This design comes from an exercise in tuning for small area on the open sky130 flow, not from production work.
Only simulation tests tie the RTL to the original design; equivalence was not proved.
Power and IR drop assume default switching activity.

[flow/design.v]
module uart_top (
  input  logic        pclk,
  input  logic        presetn,
  input  logic        psel,
  input  logic        penable,
  input  logic        pwrite,
  input  logic [31:0] paddr,
  input  logic [31:0] pwdata,
  input  logic        uart_rxd,
  output logic        pready,
  output logic [31:0] prdata,
  output logic        uart_txd,
  output logic        uart_intpt
);
  logic apb_acc;
  always_ff @(posedge pclk or negedge presetn)
    if (!presetn) apb_acc <= 1'b0;
    else          apb_acc <= ~apb_acc & psel;
  logic rd_en, wr_en;
  assign rd_en  = apb_acc & penable & ~pwrite;
  assign wr_en  = apb_acc & penable &  pwrite;
  assign pready = 1'b1;
  logic thr_wr_en, rbr_rd_en;
  assign thr_wr_en = wr_en & (paddr[7:0] == 8'h00);
  assign rbr_rd_en = rd_en & (paddr[7:0] == 8'h00);
  logic [2:0] ier;
  logic       fifoen, rxclr, txclr;
  logic [1:0] rxfiftl;
  logic [1:0] wls;
  logic       stb, pen, eps, sp, loop;
  logic [7:0] dll, dlh;
  logic       utrst, urrst;
  always_ff @(posedge pclk or negedge presetn)
    if (!presetn)                         ier <= 3'b0;
    else if (wr_en & (paddr[7:0] == 8'h04)) ier <= pwdata[2:0];
  logic [14:0] pw;
  assign pw = pwdata[14:0] & {15{presetn}};
  logic fcr_ld, lcr_ld, dll_ld, dlh_ld, pwr_ld;
  assign fcr_ld = ~presetn | (wr_en & (paddr[7:0] == 8'h08));
  assign lcr_ld = ~presetn | (wr_en & (paddr[7:0] == 8'h0C));
  assign dll_ld = ~presetn | (wr_en & (paddr[7:0] == 8'h20));
  assign dlh_ld = ~presetn | (wr_en & (paddr[7:0] == 8'h24));
  assign pwr_ld = ~presetn | (wr_en & (paddr[7:0] == 8'h30));
  always_ff @(posedge pclk) begin
    if (fcr_ld) {rxfiftl, txclr, rxclr, fifoen} <= {pw[7:6], pw[2:0]};
    if (lcr_ld) {loop, sp, eps, pen, stb, wls} <= {pw[7], pw[5:0]};
    if (dll_ld) dll <= pw[7:0];
    if (dlh_ld) dlh <= pw[7:0];
    if (pwr_ld) {utrst, urrst} <= pw[14:13];
  end
  logic [14:0] comp_value;
  assign comp_value = {dlh, dll[7:1]};
  logic [14:0] cnt_rx, cnt_tx;
  logic [4:0]  bc_rx, bc_tx;      
  logic        inc_rx, inc_tx;    
  logic        comp_rx, comp_tx;
  logic        tx_idle;
  assign comp_rx = (cnt_rx == comp_value);
  assign comp_tx = (cnt_tx == comp_value);
  always_ff @(posedge pclk) begin
    cnt_rx <= (~presetn | ~urrst | comp_rx) ? 15'd1 : cnt_rx + 15'd1;
    cnt_tx <= (~presetn | tx_idle | comp_tx) ? 15'd1 : cnt_tx + 15'd1;
  end
  always_ff @(posedge pclk) begin
    bc_rx  <= presetn ? bc_rx + comp_rx : 5'd0;
    bc_tx  <= presetn ? bc_tx + comp_tx : 5'd0;
    inc_rx <= comp_rx & bc_rx[0];
    inc_tx <= comp_tx & bc_tx[0];
  end
  logic [3:0] sc;
  assign sc = bc_rx[4:1];
  logic voting_edge, sample_edge, transmit_edge;
  assign voting_edge   = inc_rx & urrst & ((sc == 4'd6) | (sc == 4'd7) | (sc == 4'd8));
  assign sample_edge   = inc_rx & urrst & (sc == 4'd9);
  assign transmit_edge = inc_tx & ~tx_idle & (bc_tx[4:1] == 4'd15);
  logic dr, oe, pe, fe, bi, thre, temt;
  logic shift_cnt_eq, tsr_load;
  logic receive_done, parity_error, frame_error, uart_break;
  logic rx_fifo_empty, rx_fifo_full, tx_fifo_empty;
  logic [9:0] rx_head;
  logic [10:0] rbr;
  logic rbrf;
  always_ff @(posedge pclk or negedge presetn)
    if (!presetn) begin
      dr   <= 1'b0;
      pe   <= 1'b0;
      fe   <= 1'b0;
      bi   <= 1'b0;
      thre <= 1'b1;
    end else begin
      if (fifoen) begin
        pe <= (rbr[8] | pe) & ~rbr_rd_en;
        fe <= (rbr[9] | fe) & ~rbr_rd_en;
        dr <= ~rx_fifo_empty;
        bi <= 1'b0;
      end else begin
        pe <= ((parity_error & receive_done) | pe) & ~rbr_rd_en;
        fe <= ((frame_error & receive_done) | fe) & ~rbr_rd_en;
        dr <= (receive_done | dr) & ~rbr_rd_en;
        bi <= (uart_break | bi) & ~rbr_rd_en;
      end
      thre <= ~thr_wr_en & ((~fifoen & tsr_load) | (fifoen & tx_fifo_empty) | thre);
    end
  always_ff @(posedge pclk) begin
    oe   <= presetn & (fifoen ? (((rx_fifo_full & receive_done) | oe) & ~rbr_rd_en)
                              : (rbrf & receive_done));
    temt <= ~presetn | (shift_cnt_eq ? thre : temt);
  end
  logic [7:0] thr;
  logic [7:0] txm [0:15];
  logic [4:0] twp, trp;
  logic       t_wr, t_rd;
  assign tx_fifo_empty = (twp == trp);
  assign t_wr = thr_wr_en & fifoen & ~((twp[3:0] == trp[3:0]) & (twp[4] ^ trp[4]));
  assign t_rd = tsr_load & fifoen & ~tx_fifo_empty;
  always_ff @(posedge pclk)
    if (~presetn | (thr_wr_en & ~fifoen)) thr <= pw[7:0];
  for (genvar i = 0; i < 16; i++) begin : g_txm
    always_ff @(posedge pclk)
      if (~presetn | (t_wr & (twp[3:0] == i))) txm[i] <= pw[7:0];
  end
  always_ff @(posedge pclk)
    if (!presetn) begin
      twp <= 5'd0;
      trp <= 5'd0;
    end else if (txclr) begin
      twp <= {4'd0, twp[3:0] == 4'd0};
      trp <= {4'd0, twp[3:0] == 4'd0};
    end else begin
      twp <= twp + t_wr;
      trp <= trp + t_rd;
    end
  logic [7:0] tx_data;
  assign tx_data = fifoen ? txm[trp[3:0]] : thr;
  logic [9:0] rxm [0:15];
  logic [4:0] rwp, rrp;
  logic       r_wr, r_rd;
  logic [7:0] rsr_data;
  logic [7:0] just_rbr;
  assign rx_fifo_empty = (rwp == rrp);
  assign rx_fifo_full  = (rwp[3:0] == rrp[3:0]) & (rwp[4] ^ rrp[4]);
  assign r_wr = receive_done & fifoen & ~rx_fifo_full;
  assign r_rd = rbr_rd_en & fifoen & ~rx_fifo_empty;
  logic [9:0] rx_din;
  assign rx_din = {frame_error, parity_error, rsr_data} & {10{presetn}};
  for (genvar i = 0; i < 16; i++) begin : g_rxm
    always_ff @(posedge pclk)
      if (~presetn | (r_wr & (rwp[3:0] == i))) rxm[i] <= rx_din;
  end
  always_ff @(posedge pclk)
    if (!presetn) begin
      rwp <= 5'd0;
      rrp <= 5'd0;
    end else if (rxclr) begin
      rwp <= {4'd0, rwp[3:0] == 4'd0};
      rrp <= {4'd0, rwp[3:0] == 4'd0};
    end else begin
      rwp <= rwp + r_wr;
      rrp <= rrp + r_rd;
    end
  always_ff @(posedge pclk)
    rbrf <= presetn & (receive_done | rbrf) & ~rbr_rd_en;
  always_ff @(posedge pclk)
    if (~presetn | (receive_done & ~rbrf & ~fifoen)) just_rbr <= rx_din[7:0];
  assign rx_head = rxm[rrp[3:0]];
  assign rbr = fifoen ? (dr ? {1'b0, rx_head} : 11'b0) : {3'b0, just_rbr};
  logic [3:0] rx_cnt;
  logic       below_level;
  assign rx_cnt = rwp[3:0] - rrp[3:0];
  always_comb
    case (rxfiftl)
      2'b00:   below_level = (rx_cnt == 4'd0);
      2'b01:   below_level = (rx_cnt[3:2] == 2'b00);
      2'b10:   below_level = ~rx_cnt[3];
      default: below_level = (rx_cnt < 4'd14);
    endcase
  assign uart_intpt = (thre & ier[1]) | ((pe | fe | bi) & ier[2]) | (dr & ier[0] & ~below_level);
  localparam logic [1:0] T_IDLE = 2'b00, T_START = 2'b01, T_TRANSMIT = 2'b10, T_PARITY = 2'b11;
  logic [1:0]  tstate;
  logic [3:0]  tx_cnt;
  logic        parity;
  logic [10:0] tsr;
  logic [3:0] data_cnt, shift_cnt;
  logic       data_cnt_eq;
  assign data_cnt  = 4'd6 + {2'b0, wls};
  assign shift_cnt = data_cnt + ((pen & stb) ? 4'd3 : (pen | stb) ? 4'd2 : 4'd1);
  assign data_cnt_eq  = (tx_cnt == data_cnt);
  assign shift_cnt_eq = (tx_cnt == shift_cnt);
  logic st_idle, st_start, st_tx, st_par;
  assign st_idle  = (tstate == T_IDLE);
  assign st_start = (tstate == T_START);
  assign st_tx    = (tstate == T_TRANSMIT);
  assign st_par   = (tstate == T_PARITY);
  assign tx_idle  = st_idle;
  logic shift_en, shift_count_en, shift_count_clr;
  assign shift_en        = (st_tx & transmit_edge & ~(data_cnt_eq | shift_cnt_eq)) | (st_par & transmit_edge);
  assign shift_count_en  = (st_start & transmit_edge) | (st_tx & transmit_edge & ~shift_cnt_eq) | (st_par & transmit_edge);
  assign shift_count_clr = st_tx & shift_cnt_eq & (~thre | transmit_edge);
  assign tsr_load        = st_start & transmit_edge;
  logic [1:0] tnext;
  always_comb
    case (tstate)
      T_IDLE:     tnext = (utrst & ~thre) ? T_START : T_IDLE;
      T_START:    tnext = ~utrst ? T_IDLE : transmit_edge ? T_TRANSMIT : T_START;
      T_TRANSMIT: tnext = ~utrst ? T_IDLE :
                          shift_cnt_eq ? (thre ? (transmit_edge ? T_IDLE : T_TRANSMIT) : T_START) :
                          (data_cnt_eq & transmit_edge & pen) ? T_PARITY : T_TRANSMIT;
      default:    tnext = ~utrst ? T_IDLE : transmit_edge ? T_TRANSMIT : T_PARITY;
    endcase
  logic [7:0]  tdata_m;
  logic [10:0] shift_data;
  always_comb
    case (wls)
      2'b00:   begin tdata_m = {3'b0, tx_data[4:0]}; shift_data = {3'b0, stb, 1'b1, tx_data[4:0], 1'b0}; end
      2'b01:   begin tdata_m = {2'b0, tx_data[5:0]}; shift_data = {2'b0, stb, 1'b1, tx_data[5:0], 1'b0}; end
      2'b10:   begin tdata_m = {1'b0, tx_data[6:0]}; shift_data = {1'b0, stb, 1'b1, tx_data[6:0], 1'b0}; end
      default: begin tdata_m = tx_data;               shift_data = {stb, 1'b1, tx_data, 1'b0}; end
    endcase
  logic parity_gen;
  assign parity_gen = sp ? ~eps : (eps ? ^tdata_m : ~^tdata_m);
  always_ff @(posedge pclk or negedge presetn)
    if (!presetn) begin
      tstate <= T_IDLE;
    end else begin
      tstate <= tnext;
    end
  always_ff @(posedge pclk) begin
    tx_cnt <= (~presetn | shift_count_clr) ? 4'd0 : tx_cnt + shift_count_en;
    if (~presetn | (tsr_load & pen)) parity <= parity_gen & presetn;
  end
  always_ff @(posedge pclk)
    if (tsr_load)      tsr <= shift_data;
    else if (shift_en) tsr <= {1'b0, tsr[10:1]};
  logic tx_bit;
  assign tx_bit   = st_par ? parity : tsr[0];
  assign uart_txd = loop | st_idle | st_start | tx_bit;
  logic loop_txd;
  assign loop_txd = st_idle | st_start | tx_bit;
  localparam logic [2:0] R_IDLE = 3'b000, R_START = 3'b001, R_RECEIVE = 3'b010, R_WAIT = 3'b011, R_BREAK = 3'b100;
  logic [2:0] rstate, rnext;
  logic [2:0] vote;
  logic [9:0] rsh;
  logic [3:0] fcnt;
  logic       rx_data, all_zero, receive_cnt_done;
  logic rs_idle, rs_start, rs_recv, rs_wait, rs_break;
  assign rs_idle  = (rstate == R_IDLE);
  assign rs_start = (rstate == R_START);
  assign rs_recv  = (rstate == R_RECEIVE);
  assign rs_wait  = (rstate == R_WAIT);
  assign rs_break = (rstate == R_BREAK);
  assign rx_data  = (vote[0] & vote[1]) | (vote[1] & vote[2]) | (vote[0] & vote[2]);
  assign all_zero = ~|rsh;
  assign receive_cnt_done = (fcnt == ({2'b0, wls} + 4'd5 + {3'b0, pen})) & sample_edge;
  always_comb
    case (rstate)
      R_IDLE:    rnext = urrst ? R_START : R_IDLE;
      R_START:   rnext = ~urrst ? R_IDLE : sample_edge ? (rx_data ? R_IDLE : R_RECEIVE) : R_START;
      R_RECEIVE: rnext = ~urrst ? R_IDLE : receive_cnt_done ? R_WAIT : R_RECEIVE;
      R_WAIT:    rnext = all_zero ? (sample_edge ? R_BREAK : R_WAIT) : (rx_data ? R_IDLE : R_WAIT);
      R_BREAK:   rnext = rx_data ? R_IDLE : R_BREAK;
      default:   rnext = R_IDLE;
    endcase
  assign receive_done = (rs_wait & ~all_zero & rx_data) | (rs_break & rx_data);
  assign uart_break   = rs_break & ~rx_data;
  logic serial_in;
  assign serial_in = loop ? loop_txd : uart_rxd;
  always_ff @(posedge pclk or negedge presetn)
    if (!presetn) begin
      vote   <= 3'b0;
      rsh    <= 10'b0;
    end else begin
      if (~rs_idle & voting_edge)   vote <= {serial_in, vote[2:1]};
      if (rs_recv & sample_edge)    rsh  <= {rx_data, rsh[9:1]};
    end
  always_ff @(posedge pclk) begin
    rstate <= presetn ? rnext : R_IDLE;
    fcnt   <= ~rs_recv ? 4'd0 : fcnt + sample_edge;
  end
  always_comb
    case ({pen, wls})
      3'b000: rsr_data = {3'b0, rsh[8:4]};
      3'b001: rsr_data = {2'b0, rsh[8:3]};
      3'b010: rsr_data = {1'b0, rsh[8:2]};
      3'b011: rsr_data = rsh[8:1];
      3'b100: rsr_data = {3'b0, rsh[7:3]};
      3'b101: rsr_data = {2'b0, rsh[7:2]};
      3'b110: rsr_data = {1'b0, rsh[7:1]};
      default: rsr_data = rsh[7:0];
    endcase
  logic expected_parity;
  assign expected_parity = sp ? ~eps : (eps ? ^rsr_data : ~^rsr_data);
  assign parity_error    = pen & (rsh[8] != expected_parity);
  assign frame_error     = receive_done & ~rsh[9];
  logic [31:0] rd_data;
  always_comb
    case (paddr[5:0])
      6'h00:   rd_data = {21'b0, rbr};
      6'h04:   rd_data = {29'b0, ier};
      6'h08:   rd_data = {24'b0, fifoen, fifoen, 5'b0, ~uart_intpt};
      6'h0C:   rd_data = {26'b0, sp, eps, pen, stb, wls};
      6'h14:   rd_data = {25'b0, temt, thre, bi, fe, pe, oe, dr};
      6'h20:   rd_data = {24'b0, dll};
      6'h24:   rd_data = {24'b0, dlh};
      6'h30:   rd_data = {17'b0, utrst, urrst, 13'b0};
      default: rd_data = 32'b0;
    endcase
  assign prdata = rd_en ? rd_data : 32'b0;
endmodule
[flow/flow/run.sh]
#!/bin/bash
# The standard layout (standard.sh) with these changes:
#  - port buffers are buf_1 cells;
#  - before global placement, cells are swapped for same-area variants with more drive
#    (flow/same_area_upsize.tcl);
#  - clock tree synthesis uses clkbuf_16 cells on clusters of up to 30 sinks and inserts no
#    dummy loads.
# The full output of the flow goes to standard.log.
set -euo pipefail
export BUFFER_PORTS_ARGS="-buffer_cell sky130_fd_sc_hd__buf_1"
export PRE_GLOBAL_PLACE_TCL="$PWD/flow/same_area_upsize.tcl"
export CTS_ARGS="-sink_clustering_enable -repair_clock_nets -sink_clustering_size 30 -sink_clustering_max_diameter 100 -buf_list sky130_fd_sc_hd__clkbuf_16 -dont_use_dummy_load"
bash standard.sh finish > standard.log 2>&1
[flow/flow/same_area_upsize.tcl]
# Swap cells for the variant of the same area with the larger drive (and max capacitance),
# so that fewer nets need repair buffers. Registers are not touched.
set swaps {
  sky130_fd_sc_hd__o21ai_0   sky130_fd_sc_hd__o21ai_1
  sky130_fd_sc_hd__a21boi_0  sky130_fd_sc_hd__a21boi_1
  sky130_fd_sc_hd__and2_0    sky130_fd_sc_hd__and2_1
  sky130_fd_sc_hd__o311ai_0  sky130_fd_sc_hd__o311ai_1
  sky130_fd_sc_hd__or2_0     sky130_fd_sc_hd__or2_1
}
set n 0
foreach inst [get_cells *] {
  set ref [get_property $inst ref_name]
  set i [lsearch -exact $swaps $ref]
  if { $i >= 0 && $i % 2 == 0 } {
    replace_cell $inst [lindex $swaps [expr {$i + 1}]]
    incr n
  }
}
puts "same_area_upsize: swapped $n cells"
[flow/standard.sh]
#!/bin/bash
# synth_recipe.tcl (not shown) runs the flow's synth.tcl, then flattens the netlist and writes it again
# the make line also repeats each setting of config.mk as NAME=value (left out here)
make -C /OpenROAD-flow-scripts/flow DESIGN_CONFIG=/design/flow/config.mk WORK_HOME=/design/flow/orfs CLKGATE_MAP_FILE= SYNTH_SCRIPT=/design/flow/synth_recipe.tcl "${@:-finish}"
[flow/config.mk]
export PLATFORM = sky130hd
export DESIGN_NAME = uart_top
export DESIGN_NICKNAME = uart_top
export VERILOG_FILES = /design/flow/design.v
export SDC_FILE = /design/flow/constraint.sdc
export NUM_CORES = 4
export LEC_CHECK = 0
export CAP_MARGIN = 0
export CORE_MARGIN = 2
export CORE_UTILIZATION = 65
export SLEW_MARGIN = 0
[flow/constraint.sdc]
create_clock -name core_clock -period 10.0 [get_ports {pclk}]
set_input_delay 2.0000 -clock core_clock [delete_from_list [all_inputs] [get_ports {pclk}]]
set_output_delay 2.0000 -clock core_clock [all_outputs]
set_load 0.01 [all_outputs]
==> results of run 1 <==
power breakdown:
| group | switching, mW | internal, mW | leakage [nW] |
|---|---|---|---|
| combinational | 0.192 | 0.0950 | 2.78 |
| sequential | 0.0459 | 2.11 | 4.37 |
| clock | 0.527 | 0.328 | 0.222 |
area by class of cell:
type / count / area (sq um)
flip-flops and latches: 446 / 12520
fillers: 2269 / 9588
multi-input cells: 1070 / 7064
well taps: 396 / 495.5
clock buffers: 18 / 450.4
repair buffers: 71 / 397.9
inverters: 42 / 157.7
registers in the layout, indices dropped and copies added, names as in the netlist, 3 cells and up:
name / cells
tx_cnt: 4
bc_tx: 5
dlh: 8
rrp: 5
twp: 5
bc_rx: 5
trp: 5
vote: 3
dll: 8
just_rbr: 8
cnt_rx: 15
tsr: 11
cnt_tx: 15
rstate: 3
fcnt: 4
thr: 8
rsh: 10
txm: 128
rwp: 5
ier: 3
rxm: 160
routing by layer:
layer	global-route usage	routed length (um)	vias up
li1	-	-	6099
met1	0.4150	20040	6616
met2	0.4913	23370	640
met3	0.04608	3937	125
met4	0.1223	2097	0
met5	0	0	-
logic make-up (layout without fill, tap and decap cells):
group                    count (synthesis)  count (layout)
multiplexers                            69              69
adder cells (fa/ha/maj)                 30              30
XOR/XNOR                               102             102
AND/OR/NAND/NOR                        488             488
AO/OA/AOI/OAI                          360             360
buffers and inverters                  153             131
other                                    2              21
flip-flops                             446             446
worst max path at each step:
stage	startpoint	end	slack, ns	cells past startpoint
5_1_grt	rrp[1]	prdata[6]	3.88	10
2_1_floorplan	paddr[4]	prdata[6]	4.62	6
3_5_place_dp	paddr[1]	prdata[6]	4.24	6
4_1_cts	rrp[1]	prdata[6]	4.17	10
6_report	rrp[1]	prdata[6]	4.15	10
3_3_place_gp	paddr[1]	prdata[6]	4.24	6
through the flow:
stage                 util  area (sq um)  total power [mW]  cells  hold slack [ns]
floorplan                -         20330             2.372   1669           0.4101
global placement    0.6727         20630             2.465   2025           0.4337
detailed placement  0.6727         20630             2.476   2025           0.4396
CTS                 0.6874         21080             3.298   2043           0.4648
global route        0.6874         21080             3.385   2043           0.5029
finish              0.6874         21080             3.293   2043           0.4609
worst max-delay path: stages, from the launching register on:
cell,delay [ns]
dfxtp_1,0.31
buf_4,0.26
inv_1,0.56
nor2_1,0.24
a221oi_1,0.49
nor3_1,0.10
a221oi_1,0.51
a21oi_1,0.26
o21ai_1,0.23
a41oi_1,0.17
buf_1,0.18
layout by cell type, fill, tap and decap left out, drive strengths merged, types with 12 or more instances in the layout:
cell type and count:
a221oi 14, a22oi 28, dfrtp 23, nor4 13
o21ai 110, mux2i 34, ha 27, and3 28
a31oi 27, and2 28, nor2b 20, nor3 29
nand2b 21, nand2 104, o22ai 12, a32oi 13
xnor2 31, nand3 69, conb 21, clkbuf 19
nor2 127, mux2 29, buf 70, a21oi 59
inv 40, edfxtp 346, xor2 68, dfxtp 76
==> summary.txt, run 1 <==
outcome=timing/DRC/antenna clean; initial core utilization=0.6605; largest net degree at the start of global routing=79; reg2reg start=wls[0]; final worst slack=4.146 ns; DR WL/cell=24.20 um; TritonCTS clock tree=yes; H-Tree Depth=1; Top FF cell, synth=edfxtp_1; RSZ-0062 raised after global routing=false; ant diodes=0; vias in the first global route=13030; GRT Overall Usage=0.3029; Sum Neg Setup Slack=0 ns; launch point of the worst hold path=cnt_tx[0]; PortBufs=37; Worst IR Drop VDD=0.1644 mV; # setup viols final=0; CP Data Arrival Time=3.85 ns; Core Box Area=30670 sq um; CTS Hold Bufs=0; GRT overflow=0; Leak=7.366 nW; Final Critical Period=5.854 ns; worst r2r path cells=9; Fmax=170.8 MHz; layout cells sized above 1=0.06982; xor and xnor area share after synthesis=0.04688; pre-CTS WS=4.243 ns; CP Data Required Time=8.00 ns; worst slew pin tran=1.325 ns; Synth-to-Final Area Change=4.071%; initial antenna violation count=0; FF-to-FF setup slack=5.98 ns; DRT Wirelength=49450 um; total CTS buffers=18; crit path kind=reg -> out; pwr dens=156.2 nW/um^2; Root Driver=clkbuf_16; Final Max Slew Viols=0; max cap viols=0; drt pass-1 iters=5; post-synth top area share=0.5129; clock skew=0.02103 ns; sequential share of the synthesized area=0.6177; asr flop ratio synth=0.05381; Via Count=13480; clock sinks=446; Synth area leaders=edfxtp_1 (51%), dfxtp_1 (7.5%), xor2_1 (2.9%); FF-to-FF End=rxm[6][8]; Die X=180.5 um; Min-Delay Path Class=reg -> reg; post-synthesis simple-gate area fraction=0.1199; Die H=180.5 um; EDFF count, synth=346; total I/O pin count=105; Syn Inst Count=1650; Worst Hold Depth=1; DIE AREA=32590 sq um; cell taking the most area after synthesis=edfxtp_1; Synth cell types=92; first-pass GRT wire length=76140 um; yosys warns=3; crit-path max FO=36; CTS Buffer Depth=3; drt initial violations=1738; Antenna Nets Post-Route=0; fin crit share=0.5854; Hold EP=cnt_tx[0]; Adder-Cell Fraction of Synth Area=0.01915; Std-Cell Rows=64; Final HPWL DP=32760 um; number of setup buffers added after CTS=0; vias per cell=6.598; clock latency on the worst-skew pair=0.54 ns; max_slew headroom=0.1110; most frequent cells after synthesis=edfxtp_1 (346), nor2_1 (125), o21ai_0 (106); cell with the most instances after synthesis=edfxtp_1; CTS resizes=0; # DRC=0; post-synthesis mux area share=0.03959; GP Congestion=0.9052; register bit total from synthesis=446; final net count=1748; Compound-Gate Fraction of Synth Area=0.1181; type of origin of the critical path=flip-flop; largest family of logic cells by synthesized area=simple AND/OR/NAND/NOR gates; Synth Area per Inst=12.28 sq um; Worst-path clk slew=0.11 ns; Hold Vio Cnt, Final=0; mapped cell area=20260 sq um; Setup crit end kind=output port
==> run 2: changes to the inputs <==
--- a/flow/flow/run.sh
+++ b/flow/flow/run.sh
@@ -4,4 +4,5 @@
 #  - before global placement, cells are swapped for same-area variants with more drive
 #    (flow/same_area_upsize.tcl);
+#  - the tie cells of constant outputs are not duplicated per output (SKIP_REPAIR_TIE_FANOUT);
 #  - clock tree synthesis uses clkbuf_16 cells on clusters of up to 30 sinks and inserts no
 #    dummy loads.
@@ -10,4 +11,5 @@
 export BUFFER_PORTS_ARGS="-buffer_cell sky130_fd_sc_hd__buf_1"
 export PRE_GLOBAL_PLACE_TCL="$PWD/flow/same_area_upsize.tcl"
+export SKIP_REPAIR_TIE_FANOUT=1
 export CTS_ARGS="-sink_clustering_enable -repair_clock_nets -sink_clustering_size 30 -sink_clustering_max_diameter 100 -buf_list sky130_fd_sc_hd__clkbuf_16 -dont_use_dummy_load"
 bash standard.sh finish > standard.log 2>&1
==> run 2 against run 1 <==
Still clean. Global-route usage shrank 0.22 points. Cell count shrank 1.1%. Combinational power is essentially flat. Die area is the same. Fmax shrank 0.54%. Via count shrank 0.86%. First-iteration DRC count shrank 23%. Total power shrank 0.21%. Clock-buffer cell count is the same. Clock power shrank 0.6%. Largest cell class unchanged.
==> summary.txt, run 2 <==
Biggest register=rxm; critical-path cell list=buf_4 -> inv_1 -> nor2_1 -> a221oi_1 -> nor3_1 -> a221oi_1 -> a21oi_1 -> o21ai_1 -> a41oi_1 -> buf_1; yosys warns=3; hold slack final=0.4798 ns; Synth cell types=92; total I/O pin count=105; EDFF count, synth=346; Setup crit end kind=output port; Synth area leaders=edfxtp_1 (51%), dfxtp_1 (7.5%), xor2_1 (2.9%); drt initial violations=1334; Critical Path Start=rrp[1]; commonest non-fill, non-tap cell in the layout=edfxtp_1; Worst-path clk slew=0.12 ns; clock latency on the worst-skew pair=0.55 ns; worst slew pin tran=1.211 ns; asr flop ratio synth=0.05381; first-pass GRT wire length=75400 um; Slowest-stage cell, CP=a221oi_1; Top FF cell, synth=edfxtp_1; Fillers=2280; CTS Hold Bufs=0; GRT Overall Usage=0.3007; biggest registers after layout=rxm x160, txm x128; Sequential Power Share=0.655; family with the most delay on the worst path=compound AO/OA/AOI/OAI gates; total CTS buffers=18; register bit total from synthesis=446; Largest register FFs=160; DIE AREA=32590 sq um; PortBufs=37; Hold Vio Cnt, Final=0; Sum Neg Setup Slack=0 ns; number of setup buffers added after CTS=0; GRT met1 Usage=0.4281; # setup viols final=0; H-Tree Depth=1; Antenna Nets Post-Route=0; Fmax=169.9 MHz; Std-Cell Rows=64; Design Area, Final=21000 sq um; P_sw=0.7591 mW; Final Critical Period=5.885 ns; Synth-to-Final Area Change=3.644%; worst stage delay on the critical path=0.64 ns; met2 Usage GRT=0.4968; Syn Inst Count=1650; launch point of the worst hold path=cnt_tx[0]; Root Driver=clkbuf_16; largest net degree at the start of global routing=63; initial core utilization=0.6605; ant diodes=0; M3 GR Usage=0.03011; Placed Area=20540 sq um; drt pass-1 iters=6; fin crit share=0.5885; Crit path top cell by count=a221oi_1; vias per cell=6.613; type of origin of the critical path=flip-flop; GP Congestion=0.8954; Final HPWL DP=32380 um; Via Count=13360; max_slew headroom=0.1897; RSZ-0062 raised after global routing=false; Final Max Slew Viols=0; Worst IR Drop VDD=0.1545 mV; clock network power share=0.259; TritonCTS clock tree=yes; final net count=1726; # DRC=0; grt peak-use layer=met2; max cap viols=0; CP Data Required Time=8.00 ns; Synth Area per Inst=12.28 sq um; WP buf/inv=3; reg2reg start=wls[1]; vias in the first global route=12670; initial antenna violation count=0; cell with the most instances after synthesis=edfxtp_1; Core Box Area=30670 sq um; crit-path max FO=36; post-synth top area share=0.5129; GRT overflow=0; Internal=2.527 mW; clock sinks=446; most frequent cells after synthesis=edfxtp_1 (346), nor2_1 (125), o21ai_0 (106); crit path kind=reg -> out; Leak=7.293 nW; Comb pwr share=0.086; CP Data Arrival Time=3.89 ns; mapped cell area=20260 sq um; Final Core Density=0.6846; Die X=180.5 um; CTS Buffer Depth=3; DR WL/cell=24.35 um; Sw Share=0.2310; layout cells sized above 1=0.07015; pwr dens=156.5 nW/um^2; clock skew=0.05098 ns; most frequent cells in the layout=edfxtp_1 (346), nor2_1 (125), o21ai_1 (106), nand2_1 (104), dfxtp_1 (74); DRT Wirelength=49210 um; outcome=timing/DRC/antenna clean; CTS resizes=0; Die H=180.5 um; Min-Delay Path Class=reg -> reg; sequential share of the synthesized area=0.6177; cell taking the most area after synthesis=edfxtp_1
[run 2: cell counts after synthesis]
No cell type changed its count.
[run 2: through the flow]
step	worst slack (ns)	std cells	total power, mW
after floorplan	4.619	1650	2.372
after global placement	4.203	2003	2.464
after global routing	3.950	2021	3.386
final	4.115	2021	3.286
after detailed placement	4.203	2003	2.474
after CTS	4.161	2021	3.292
[run 2: logic make-up (layout without fill, tap and decap cells)]
family / Yosys count / count (layout) / share of synthesized area
xor+xnor: 102 / 102 / 0.04688
other cells: 2 / 2 / 0.0003707
compound gates: 360 / 360 / 0.1181
mux: 69 / 69 / 0.03959
flops: 446 / 446 / 0.6177
buf+inv: 153 / 128 / 0.03830
fa+ha+maj: 30 / 30 / 0.01915
simple gates: 488 / 488 / 0.1199
[run 2: worst paths after layout]
check                        endpoint  slack, ns  cells past startpoint
max                         prdata[6]       4.11                     10
min                         cnt_tx[0]       0.48                      1
max reg2reg                rxm[12][8]       5.55                      9
min reg2reg                 cnt_tx[0]       0.48                      1
max in group asynchronous          dr       7.62                      2
min in group asynchronous      rsh[4]       1.41                      1
[run 2: final cells by class]
| cell class | instances | area [sq um] | share of cell area |
|---|---|---|---|
| tap | 396 | 495.5 | 0.02360 |
| inverter | 42 | 157.7 | 0.007509 |
| clock buffer | 18 | 450.4 | 0.02145 |
| sequential | 446 | 12520 | 0.5961 |
| multi-input combinational | 1051 | 7000 | 0.3334 |
| timing repair buffer | 68 | 375.4 | 0.01788 |
[run 2: power by group through the flow]
| stage | Sequential [mW] | Combinational (mW) | Clock (mW) |
|---|---|---|---|
| after floorplan | 2.17 | 0.200 | 0 |
| after global placement | 2.19 | 0.276 | 0 |
| after detailed placement | 2.19 | 0.281 | 0 |
| after CTS | 2.15 | 0.283 | 0.859 |
| after global routing | 2.16 | 0.307 | 0.917 |
| final | 2.15 | 0.284 | 0.850 |
[run 2: worst reg2reg max path, stage by stage, from the launching register on]
cell and delay [ns]:
edfxtp_1 1.08, clkinv_1 0.73, nor3_1 0.47, nor3_1 0.14, xnor3_1 0.36, xor2_1 0.24
xnor3_1 0.26, nor2_1 0.13, xnor2_1 0.15, and3_1 0.60
[run 2: metal layers]
metal  vias to the layer above  routed length [um]
li1                       6076                   -
met1                      6644               20400
met2                       554               23650
met3                        90                3721
met4                         0                1438
met5                         -                   0
==> run 3: changes to the inputs <==
==> flow/flow/run.sh (replaced) <==
#!/bin/bash
# The standard layout (standard.sh) with these changes:
#  - port buffers are buf_1 cells;
#  - before global placement, cells are swapped for same-area variants with more drive
#    (flow/same_area_upsize.tcl);
#  - clock tree synthesis uses clkbuf_16 cells on clusters of up to 30 sinks and inserts no
#    dummy loads.
# The full output of the flow goes to standard.log.
set -euo pipefail
export BUFFER_PORTS_ARGS="-buffer_cell sky130_fd_sc_hd__buf_1"
export PRE_GLOBAL_PLACE_TCL="$PWD/flow/same_area_upsize.tcl"
export CTS_ARGS="-sink_clustering_enable -repair_clock_nets -sink_clustering_size 24 -sink_clustering_max_diameter 100 -buf_list {sky130_fd_sc_hd__clkbuf_8 sky130_fd_sc_hd__clkbuf_16} -dont_use_dummy_load"
bash standard.sh finish > standard.log 2>&1
==> run 3 against run 2 <==
First-iteration DRC count increased by 30%. Sequential cell count unchanged. Clock skew increased by 0.012 ns. Clock-buffer cell count increased by 4. Still clean. Routed wire length increased by 0.93%. Synthesized area unchanged.
==> summary.txt, run 3 <==
GP Congestion=0.9052; post-synth top area share=0.5129; total I/O pin count=105; biggest registers after layout=rxm x160, txm x128; P_sw=0.7823 mW; cell taking the most area after synthesis=edfxtp_1; layout cells sized above 1=0.07208; Worst-path clk slew=0.10 ns; DR WL/cell=24.26 um; Top FF cell, synth=edfxtp_1; Biggest register=rxm; Via Count=13480; number of setup buffers added after CTS=0; worst slew pin tran=1.295 ns; largest net degree at the start of global routing=79; GRT overflow=0; Final Core Density=0.6906; vias in the first global route=13000; Fmax=169.5 MHz; crit path kind=reg -> out; first-pass GRT wire length=76470 um; CP Data Required Time=8.00 ns; Hold Vio Cnt, Final=0; vias per cell=6.585; # DRC=0; RSZ-0062 raised after global routing=false; max cap viols=0; register bit total from synthesis=446; clock skew=0.06254 ns; Internal=2.595 mW; CTS Hold Bufs=0; TritonCTS clock tree=yes; Die X=180.5 um; Syn Inst Count=1650; ant diodes=0; # placed instances=2025; most frequent cells after synthesis=edfxtp_1 (346), nor2_1 (125), o21ai_0 (106); Worst IR Drop VDD=0.2061 mV; PortBufs=37; fin crit share=0.5899; Final HPWL DP=32760 um; Core Box Area=30670 sq um; Leak=7.415 nW; sequential share of the synthesized area=0.6177; DRT Wirelength=49670 um; Sum Neg Setup Slack=0 ns; Antenna Nets Post-Route=0; GRT Overall Usage=0.3046; crit-path max FO=36; clock sinks=446; Synth cell types=92; outcome=timing/DRC/antenna clean; CP Data Arrival Time=3.90 ns; Comb pwr share=0.085; EDFF count, synth=346; final net count=1752; most frequent cells in the layout=edfxtp_1 (346), nor2_1 (125), o21ai_1 (108), nand2_1 (104), dfxtp_1 (74); Min-Delay Path Class=reg -> reg; Final Max Slew Viols=0; drt initial violations=1736; Final Critical Period=5.899 ns; Setup crit end kind=output port; Synth Area per Inst=12.28 sq um; DIE AREA=32590 sq um; cell with the most instances after synthesis=edfxtp_1; mapped cell area=20260 sq um; H-Tree Depth=1; Sw Share=0.2316; Sequential Power Share=0.637; pwr dens=159.4 nW/um^2; Largest register FFs=160; Root Driver=clkbuf_16; clock latency on the worst-skew pair=0.57 ns; drt pass-1 iters=6; max_slew headroom=0.1332; # setup viols final=0; initial core utilization=0.6605; yosys warns=3; asr flop ratio synth=0.05381; commonest non-fill, non-tap cell in the layout=edfxtp_1; Die H=180.5 um; total CTS buffers=22; clock network power share=0.278; type of origin of the critical path=flip-flop; fin cells=2047; CTS resizes=0; CTS Buffer Depth=3; Std-Cell Rows=64; Synth-to-Final Area Change=4.565%; initial antenna violation count=0; Synth area leaders=edfxtp_1 (51%), dfxtp_1 (7.5%), xor2_1 (2.9%)
==> run 3: routing by layer <==
layer | track usage | wire length, um | vias up
met2 | 0.4950 | 23670 | 640
met4 | 0.1190 | 2040 | 0
met5 | 0 | 0 | -
li1 | - | - | 6116
met3 | 0.04568 | 3807 | 113
met1 | 0.4187 | 20150 | 6611
==> run 3: layout make-up <==
class / instances / area, sq um
Multi-Input combinational cell: 1070 / 7064
Clock buffer: 22 / 550.5
Sequential cell: 446 / 12520
Inverter: 42 / 157.7
Tap cell: 396 / 495.5
Timing Repair Buffer: 71 / 397.9
Fill cell: 2257 / 9488
==> run 3: cell families (layout without fill, tap and decap cells) <==
logic type / Yosys count / in the layout / share of synthesized area
AOI/OAI and AO/OA: 360 / 360 / 0.1181
buffers and inverters: 153 / 135 / 0.03830
DFF: 446 / 446 / 0.6177
and+or+nand+nor: 488 / 488 / 0.1199
adders and majority gates: 30 / 30 / 0.01915
muxes: 69 / 69 / 0.03959
xor gates and xnor gates: 102 / 102 / 0.04688
other: 2 / 21 / 0.0003707
==> run 3: power groups by stage <==
stage / combinational, mW / sequential, mW / clock [mW]
final: 0.287 / 2.15 / 0.939
after global routing: 0.309 / 2.16 / 1.01
after CTS: 0.285 / 2.15 / 0.950
after detailed placement: 0.284 / 2.19 / 0
after global placement: 0.278 / 2.19 / 0
after floorplan: 0.200 / 2.17 / 0
==> run 3: critical path, stage by stage, from the launching register on <==
cell and delay (ns):
dfxtp_1 0.31, buf_4 0.26, inv_1 0.56, nor2_1 0.24, a221oi_1 0.46, nor3_1 0.10, a221oi_1 0.55, a21oi_1 0.28
o21ai_1 0.25, a41oi_1 0.18, buf_1 0.18
==> run 3: worst paths after layout <==
kind | start | endpoint | slack [ns] | depth (start not counted)
setup / recovery | rrp[1] | prdata[6] | 4.10 | 10
max in group asynchronous | presetn | apb_acc | 7.68 | 2
setup reg to reg | wls[0] | rxm[2][8] | 5.89 | 9
min in group asynchronous | presetn | rsh[1] | 1.34 | 1
hold / removal | cnt_tx[0] | cnt_tx[0] | 0.46 | 1
hold reg to reg | cnt_tx[0] | cnt_tx[0] | 0.46 | 1
==> run 3: per-stage QoR <==
step | cell area (sq um) | setup slack [ns] | hold slack (ns) | power, mW
2_1_floorplan | 20330 | 4.619 | 0.4101 | 2.372
3_3_place_gp | 20630 | 4.245 | 0.4337 | 2.465
3_5_place_dp | 20630 | 4.243 | 0.4396 | 2.476
4_1_cts | 21180 | 4.176 | 0.4604 | 3.384
5_1_grt | 21180 | 3.883 | 0.4976 | 3.475
6_report | 21180 | 4.101 | 0.4562 | 3.377
==> run 4: changes to the inputs <==
==> flow/flow/run.sh (replaced) <==
#!/bin/bash
# The standard layout (standard.sh) with these changes:
#  - port buffers are buf_1 cells;
#  - before global placement, cells are swapped for same-area variants with more drive
#    (flow/same_area_upsize.tcl), and drivers of FIFO row enables get their _2 variant;
#  - clock tree synthesis uses clkbuf_16 cells on clusters of up to 30 sinks and inserts no
#    dummy loads.
# The full output of the flow goes to standard.log.
set -euo pipefail
export BUFFER_PORTS_ARGS="-buffer_cell sky130_fd_sc_hd__buf_1"
export PRE_GLOBAL_PLACE_TCL="$PWD/flow/same_area_upsize.tcl"
export SKIP_REPAIR_TIE_FANOUT=1
export CTS_ARGS="-sink_clustering_enable -repair_clock_nets -sink_clustering_size 30 -sink_clustering_max_diameter 100 -buf_list sky130_fd_sc_hd__clkbuf_16 -dont_use_dummy_load"
bash standard.sh finish > standard.log 2>&1
--- a/flow/flow/same_area_upsize.tcl
+++ b/flow/flow/same_area_upsize.tcl
@@ -18,2 +18,23 @@
 }
 puts "same_area_upsize: swapped $n cells"
+
+set m 0
+foreach inst [get_cells *] {
+  set ref [get_property $inst ref_name]
+  if { ![regexp {^(sky130_fd_sc_hd__[a-z0-9]+)_[01]$} $ref -> base] } { continue }
+  if { [string match "*df*" $ref] } { continue }
+  set up "${base}_2"
+  if { [llength [get_lib_cells */$up]] == 0 } { continue }
+  foreach pin [get_pins -of_objects $inst -filter "direction == output"] {
+    set net [get_nets -of_objects $pin]
+    set de 0
+    foreach load [get_pins -of_objects $net -filter "direction == input"] {
+      if { [get_property $load name] eq "DE" } { incr de }
+    }
+    if { $de >= 6 } {
+      replace_cell $inst $up
+      incr m
+    }
+  }
+}
+puts "same_area_upsize: $m row-enable drivers upsized"
==> run 4 against run 3 <==
Still clean on timing, DRC and antenna. Sequential power barely moved. Clock-buffer cell count decreased by 4. Critical path depth is 4 lower. Routed wire length down 1.2%. Via count down 0.90%. Synthesized area did not move. Die area did not move. Clock power down 8.8%. Utilization shrank 0.39 points. Cell count is 1.7% lower. Global-route usage is 0.40 points lower. Total power is 2.5% lower. Critical path type is now in -> out. Highest routed layer unchanged.
==> summary.txt, run 4 <==
largest net degree at the start of global routing=64; vias per cell=6.636; TritonCTS clock tree=yes; CP Data Required Time=8.00 ns; initial antenna violation count=0; Via Count=13360; Sum Neg Setup Slack=0 ns; # placed instances=1995; Root Driver=clkbuf_16; xor and xnor area share after synthesis=0.04688; sequential share of the synthesized area=0.6177; most frequent cells after synthesis=edfxtp_1 (346), nor2_1 (125), o21ai_0 (106); biggest registers after layout=rxm x160, txm x128; Setup crit end kind=output port; Final Critical Period=5.910 ns; Min-Delay Path Class=reg -> reg; DRT Wirelength=49060 um; Worst IR Drop VDD=0.1423 mV; cell taking the most area after synthesis=edfxtp_1; worst slew pin tran=1.379 ns; outcome=timing/DRC/antenna clean; layout cells sized above 1=0.08658; PortBufs=37; clock sinks=446; Synth area leaders=edfxtp_1 (51%), dfxtp_1 (7.5%), xor2_1 (2.9%); commonest non-fill, non-tap cell in the layout=edfxtp_1; Antenna Nets Post-Route=0; Fmax=169.2 MHz; clock skew=0.02649 ns; max_slew headroom=0.07882; ant diodes=0; mapped cell area=20260 sq um; Synth cell types=92; hold slack final=0.4688 ns; vias in the first global route=12740; total I/O pin count=105; Final Max Slew Viols=0; Top FF cell, synth=edfxtp_1; fin cells=2013; drt initial violations=1515; EDFF count, synth=346; clock latency on the worst-skew pair=0.54 ns; Fillers=2269; final net count=1718; crit-path max FO=7; Core Box Area=30670 sq um; number of setup buffers added after CTS=0; Synth-to-Final Area Change=3.971%; register bit total from synthesis=446; DR WL/cell=24.37 um; Largest register FFs=160; CTS Buffer Depth=3; total CTS buffers=18; drt pass-1 iters=6; largest family of logic cells by synthesized area=simple AND/OR/NAND/NOR gates; H-Tree Depth=1; max cap viols=0; Die X=180.5 um; Leak=7.295 nW; CTS Hold Bufs=0; pwr dens=156.3 nW/um^2; yosys warns=3; post-synthesis simple-gate area fraction=0.1199; Adder-Cell Fraction of Synth Area=0.01915; asr flop ratio synth=0.05381; Syn Inst Count=1650; Hold Vio Cnt, Final=0; initial core utilization=0.6605; CP Data Arrival Time=3.91 ns; GP Congestion=0.9077; Final HPWL DP=32520 um; Std-Cell Rows=64; CTS resizes=0; most frequent cells in the layout=edfxtp_1 (346), nor2_1 (124), nand2_1 (103), o21ai_1 (75), dfxtp_1 (74); Compound-Gate Fraction of Synth Area=0.1181; DIE AREA=32590 sq um; Biggest register=rxm; RSZ-0062 raised after global routing=false; post-synthesis mux area share=0.03959; cell with the most instances after synthesis=edfxtp_1; FF-to-FF setup slack=6.27 ns; # DRC=0; fin crit share=0.5910; GRT overflow=0; Synth Area per Inst=12.28 sq um; GRT Overall Usage=0.3006; # setup viols final=0; first-pass GRT wire length=75580 um; type of origin of the critical path=primary input; crit path kind=in -> out; post-synth top area share=0.5129; Worst-path clk slew=0.11 ns; Die H=180.5 um
-- run 4: cell families after synthesis --
logic type | after synthesis
AO/OA/AOI/OAI | 360
XOR/XNOR | 102
adder cells (fa/ha/maj) | 30
buffers and inverters | 153
flip-flops | 446
multiplexers | 69
other | 2
AND/OR/NAND/NOR | 488
-- run 4: through the flow --
stage / total power, mW / setup slack (ns) / instance area [sq um] / util
after floorplan: 2.372 / 4.619 / 20260 / -
after global placement: 2.463 / 4.189 / 20610 / 0.6720
after detailed placement: 2.475 / 4.212 / 20610 / 0.6720
after CTS: 3.297 / 4.169 / 21060 / 0.6867
after global routing: 3.394 / 3.874 / 21060 / 0.6867
final: 3.292 / 4.090 / 21060 / 0.6867
-- run 4: power breakdown --
part           internal, mW  switching [mW]  total [mW]
registers              2.11          0.0409        2.15
clock network         0.328           0.528       0.856
logic                0.0940           0.196       0.290
-- run 4: layer usage --
metal  track usage  part of all wire
met4        0.1048             0.037
met1        0.4281              0.41
met2        0.4852              0.47
met5             0                 0
met3       0.03517             0.075
-- run 4: path summary, 6_finish.rpt --
kind / from / end / depth (start not counted)
worst max-delay path: paddr[3] / prdata[7] / 6
worst min-delay path: cnt_tx[0] / cnt_tx[0] / 1
worst max register to register: trp[3] / parity / 9
worst min register to register: cnt_tx[0] / cnt_tx[0] / 1
max in group asynchronous: presetn / fe / 2
min in group asynchronous: presetn / rsh[6] / 1
-- run 4: area by class of cell --
cell class / instances / area [sq um] / share of cell area
Sequential cell: 446 / 12520 / 0.5943
Multi-Input combinational cell: 1051 / 7127 / 0.3384
Tap cell: 396 / 495.5 / 0.02353
Clock buffer: 18 / 450.4 / 0.02139
Timing Repair Buffer: 60 / 315.3 / 0.01497
Inverter: 42 / 157.7 / 0.007485
-- run 4: critical path: stages --
cell and delay, ns:
buf_1 0.14, nor4_1 0.70, and3_1 0.44, a22oi_1 0.17, a31oi_1 0.27, buf_1 0.19

==> separate check: timing with driven ports <==
In the flow no input, the clock included, has a driving cell. The finished layouts below were timed again as built, in two steps. Step 1: set_driving_cell puts a clkbuf_16 on pclk and a buf_2 on each other input, an assumption about the parent block. Step 2, shift: input delay + t, output delay - t, t = (earliest + latest rising clock arrival at the registers) / 2. This alone moves slack from input paths to output paths. a / b / c = no drivers / after step 1 / after step 2; a / b = the first two.
run	shift t [ns]	setup slack, ns	hold slack, ns
run 1	0.581	4.146 / 4.094 / 4.130	0.461 / 0.461 / 0.461
run 2	0.582	4.115 / 4.061 / 4.124	0.480 / 0.480 / 0.480
run 3	0.587	4.101 / 4.049 / 4.131	0.456 / 0.456 / 0.456
run 4	0.582	4.090 / 4.068 / 4.070	0.469 / 0.469 / 0.469
After both steps setup and hold are still met in every run listed. For run 4, which loses most, drivers alone change the setup slack by -0.022 ns; drivers and shift together by -0.020 ns.
